This design comes from an exercise in tuning for small area, a short achievable clock period and few clock cycles on the open sky130 flow, not from production work. Function was checked by simulation only, so behaviour that the tests miss may differ from the original. Power is estimated from default activity; no workload was simulated.

10-25:
==> flow/design.v (excerpt) <==
module circle(
     input  logic       clk,
     input  logic       rst_n,
     input  logic [2:0] colour,
     input  logic [7:0] centre_x,
     input  logic [6:0] centre_y,
     input  logic [7:0] radius,
     input  logic       start,
     output logic       done,
     output logic [7:0] vga_x,
     output logic [6:0] vga_y,
     output logic [2:0] vga_colour,
     output logic       vga_plot
     );
Settings: LEC_CHECK=0, ABC_CLOCK_PERIOD_IN_PS=2500, CAP_MARGIN=20, CORE_MARGIN=2, CORE_UTILIZATION=40, SETUP_SLACK_MARGIN=2.0, SLEW_MARGIN=20; clock period 5.0 ns.
run.sh (not shown) runs the stock make flow with config.mk's settings and CLKGATE_MAP_FILE= SYNTH_SCRIPT=/design/flow/synth_recipe.tcl, a recipe that flattens the netlist after the stock synthesis.
Testbench counts of 10-25, summed over its fixed seeds: cycles 121,943.
Changes in 04-03 relative to 10-25:
Settings: ABC_CLOCK_PERIOD_IN_PS: 2500 -> unset.
==> run notes <==
10-25 -> 04-03: met3 demand-to-capacity share in global routing flat. Re number of instances in the synthesized netlist: no difference whatsoever between 10-25 and 04-03. Worst clock skew came out exactly the same in 10-25 and 04-03. Diff 04-03..10-25 | cell area | unchanged. Looking at 10-25 and 04-03, the clock network fraction of design power is a wash. Comparing 10-25 against 04-03, there is no change at all in worst setup margin. Re fraction of the cycle the final worst path needs: no difference whatsoever between 10-25 and 04-03. As far as count of cell types in the netlist goes, 04-03 and 10-25 are indistinguishable; the numbers are identical. Re clock buffer count: no difference whatsoever between 04-03 and 10-25. On power, 04-03 tracks 10-25 almost exactly. Diff 04-03..10-25 | transition time of the tightest slew-check pin | negligible.


The RTL this note starts from:
==> flow/design.v <==
module circle(
     input  logic       clk,
     input  logic       rst_n,
     input  logic [2:0] colour,
     input  logic [7:0] centre_x,
     input  logic [6:0] centre_y,
     input  logic [7:0] radius,
     input  logic       start,
     output logic       done,
     output logic [7:0] vga_x,
     output logic [6:0] vga_y,
     output logic [2:0] vga_colour,
     output logic       vga_plot
     );
     logic              busy;
     logic              prime;    
     logic [7:0]        ox, oy;
     logic signed [9:0] c;        
     logic [9:0]        e5;       
     logic [7:0]        rem;      
     logic [7:0]        cxr;      
     logic [6:0]        cyr;
     wire signed [9:0] cx = {2'b00, cxr};
     wire signed [9:0] cy = {3'b000, cyr};
     wire signed [9:0] sx = {2'b00, ox};
     wire signed [9:0] sy = {2'b00, oy};
     wire signed [9:0] xa = cx + sx;    
     wire signed [9:0] xb = cx - sx;    
     wire signed [9:0] xc = cx + sy;    
     wire signed [9:0] xd = cx - sy;    
     wire signed [9:0] ya = cy + sy;    
     wire signed [9:0] yb = cy - sy;    
     wire signed [9:0] yc = cy + sx;    
     wire signed [9:0] yd = cy - sx;    
     wire       dec = !c[9];             
     wire       dx  = dec & !prime;
     wire       dy  = !prime;
     function automatic le(input logic [9:0] a, input logic [9:0] b);
          logic r;
          r = 1'b1;
          for (int i = 0; i < 10; i++)
               if (i == 9) r = (a[i] & !b[i]) | (r & !(!a[i] & b[i]));
               else        r = (!a[i] & b[i]) | (r & !(a[i] & !b[i]));
          le = r;
     endfunction
     wire vxa = dx ? le(xa, 10'd160) : le(xa, 10'd159);
     wire vxb = dx ? (le(-10'd1, xb) && le(xb, 10'd158)) : (!xb[9] && le(xb, 10'd159));
     wire vxc = dy ? le(xc, 10'd158) : le(xc, 10'd159);
     wire vxd = dy ? (le(10'd1, xd) && le(xd, 10'd160)) : (!xd[9] && le(xd, 10'd159));
     wire vya = dy ? le(ya, 10'd118) : le(ya, 10'd119);
     wire vyb = dy ? (le(10'd1, yb) && le(yb, 10'd120)) : (!yb[9] && le(yb, 10'd119));
     wire vyc = dx ? le(yc, 10'd120) : le(yc, 10'd119);
     wire vyd = dx ? (le(-10'd1, yd) && le(yd, 10'd118)) : (!yd[9] && le(yd, 10'd119));
     wire       em1 = (e5 == 10'd3);        
     wire       em2 = (e5 == 10'd1);        
     wire       eneg = e5[9] || e5 < 10'd5;   
     wire       dg  = prime ? (e5 == 10'd5) : dec ? em2 : em1;
     wire       fin = !prime && (dec ? (!eneg || em1) : !eneg);
     wire [7:0] vis = { vxc & vyd, vxa & vyb, vxd & vyd, vxb & vyb,
                        vxd & vyc, vxb & vya, vxc & vyc, vxa & vya };
     wire [7:0] dup = ({8{prime}} & 8'b1101_1000) | ({8{dg}} & 8'b1010_1010);
     wire [7:0] vis_n = vis & ~dup;
     logic [7:0] sel;
     always_comb
          for (int i = 0; i < 8; i++)
               sel[i] = rem[i] && (i == 0 || (rem & ((8'd1 << i) - 8'd1)) == 8'd0);
     wire       adv = (rem & ~sel) == 8'd0;
     logic [7:0] px;
     logic [6:0] py;
     always_comb begin
          px = 8'd0;
          py = 7'd0;
          if (sel[0] | sel[6]) px = px | xa[7:0];
          if (sel[2] | sel[4]) px = px | xb[7:0];
          if (sel[1] | sel[7]) px = px | xc[7:0];
          if (sel[3] | sel[5]) px = px | xd[7:0];
          if (sel[0] | sel[2]) py = py | ya[6:0];
          if (sel[4] | sel[6]) py = py | yb[6:0];
          if (sel[1] | sel[3]) py = py | yc[6:0];
          if (sel[5] | sel[7]) py = py | yd[6:0];
     end
     wire       stp  = busy & adv & !prime;         
     wire       load = !busy & !done & start;
     wire [7:0] oy1 = oy + 8'd1;
     wire [9:0] c_d = c + e5;                   
     wire [9:0] c_s = c + {1'b0, oy1, 1'b1};    
     wire [7:0] ox_n = ox - {7'd0, stp & dec};
     wire [7:0] oy_n = oy + {7'd0, stp};
     wire [9:0] c_n  = !stp ? c : dec ? c_d : c_s;
     wire [9:0] e_s  = e5 + {7'd0, stp & dec, stp & !dec, 1'b0};
     always_ff @(posedge clk) begin
          cxr        <= centre_x;
          cyr        <= centre_y;
          vga_colour <= colour;
          vga_x      <= px;
          vga_y      <= py;
          rem        <= !busy ? 8'd0 : adv ? vis_n : rem & ~sel;
          ox         <= load ? radius : ox_n;
          oy         <= load ? 8'd0 : oy_n;
          c          <= load ? 10'd0 - {2'b00, radius} : c_n;
          e5         <= load ? 10'd5 - {2'b00, radius, 1'b0} : e_s;
          if (!rst_n) begin
               busy     <= 1'b0;
               done     <= 1'b0;
               vga_plot <= 1'b0;
          end else begin
               vga_plot <= busy & (|rem);
               if (busy) begin
                    if (adv) begin
                         prime <= 1'b0;
                         if (fin) begin
                              busy <= 1'b0;
                              done <= 1'b1;
                         end
                    end
               end else if (done) begin
                    if (!start) done <= 1'b0;
               end else if (start) begin
                    busy  <= 1'b1;
                    prime <= 1'b1;
               end
          end
     end
endmodule
==> flow/config.mk <==
export PLATFORM = sky130hd
export DESIGN_NAME = circle
export DESIGN_NICKNAME = circle
export VERILOG_FILES = /design/flow/design.v
export SDC_FILE = /design/flow/constraint.sdc
export NUM_CORES = 4
export LEC_CHECK = 0
export CAP_MARGIN = 20
export CORE_MARGIN = 2
export CORE_UTILIZATION = 40
export SETUP_SLACK_MARGIN = 2.6
export SLEW_MARGIN = 20
==> flow/constraint.sdc <==
create_clock -name core_clock -period 5.0 [get_ports {clk}]
set_input_delay 1.0000 -clock core_clock [delete_from_list [all_inputs] [get_ports {clk}]]
set_output_delay 1.0000 -clock core_clock [all_outputs]
set_load 0.01 [all_outputs]
The starting point ran to the end with no violations.
Testbench counts at the start, summed over its fixed seeds: cycles 121,943.
Rerun with:
==> flow/flow/run.sh (new file) <==
#!/bin/bash
# The standard layout, with the ports buffered by a small plain buffer
# instead of the delay buffer that buffer_ports picks by default.
set -e
cp standard.sh standard_sh.txt
export BUFFER_PORTS_ARGS="-buffer_cell sky130_fd_sc_hd__buf_2"
bash standard.sh > standard.log 2>&1
==> flow/standard.sh (new file) <==
#!/bin/bash
# synth_recipe.tcl (not shown) runs the flow's synth.tcl, then flattens the netlist and writes it again
# the make line also repeats each setting of config.mk as NAME=value (left out here)
make -C /OpenROAD-flow-scripts/flow DESIGN_CONFIG=/design/flow/config.mk WORK_HOME=/design/flow/orfs CLKGATE_MAP_FILE= SYNTH_SCRIPT=/design/flow/synth_recipe.tcl "${@:-finish}"
--- a/flow/config.mk
+++ b/flow/config.mk
@@ -7,2 +7,3 @@
 export LEC_CHECK = 0
+export ABC_AREA = 1
 export CAP_MARGIN = 20
@@ -10,3 +11,4 @@
 export CORE_UTILIZATION = 40
-export SETUP_SLACK_MARGIN = 2.6
+export CTS_BUF_LIST = sky130_fd_sc_hd__clkbuf_4 sky130_fd_sc_hd__clkbuf_8
+export SETUP_SLACK_MARGIN = 2.4
 export SLEW_MARGIN = 20
removed: flow/run.sh
What happened:
- The new run ran to the end with no violations
- synthesized area hardly moves
- cell area went down by 12%
- combinational power shrinks by about 8%
- power shrinks by 12%
- final cell count grows by 12%
- critical path depth goes up by 6
Rerun with:
--- a/flow/config.mk
+++ b/flow/config.mk
@@ -7,3 +7,2 @@
 export LEC_CHECK = 0
-export ABC_AREA = 1
 export CAP_MARGIN = 20
@@ -11,3 +10,2 @@
 export CORE_UTILIZATION = 40
-export CTS_BUF_LIST = sky130_fd_sc_hd__clkbuf_4 sky130_fd_sc_hd__clkbuf_8
 export SETUP_SLACK_MARGIN = 2.4
The new run went through all stages and came out clean.
Die area stays flat.
Combinational power drops by about 3%.
Via count drops by 5.0%.
Non-clock buffer count drops by 3.
Sequential share of layout area drops by 0.39 points.
Total power climbs by 5.5%.

[separate check: timing with driven ports]
How much do the figures lean on ideal ports? The routed layouts below were timed once more, with nothing changed but the port constraints. Step 1 sets driving cells, clkbuf_16 on the clock port and buf_2 on the other inputs (assumed; they add their load-dependent delay and slew). Step 2 also shifts input and output timing later by t, the mid clock arrival at the registers, as if the neighbouring blocks saw the same clock. Slacks: ideal / step 1 / step 2; pairs: ideal / step 1.
| run | t (ns) | setup WS [ns] | worst data-port slew with drivers (ns) | pins driven straight from the clock port |
|---|---|---|---|---|
| 10-25 | 0.396 | 1.939 / 1.939 / 1.878 | 0.03 | 1 |
| 04-03 | 0.396 | 1.939 / 1.939 / 1.878 | 0.03 | 1 |
| the first run of note 2 | 0.393 | 2.432 / 2.432 / 2.195 | 0.03 | 1 |
| the second run of note 2 | 0.423 | 2.466 / 2.466 / 2.456 | 0.03 | 1 |
| the third run of note 2 | 0.399 | 2.446 / 2.446 / 2.410 | 0.03 | 1 |
After both steps setup and hold are still met in every run listed. The setup slack of the first run of note 2, which loses most, moves by 0.000 ns with the drivers and by -0.237 ns with both steps.
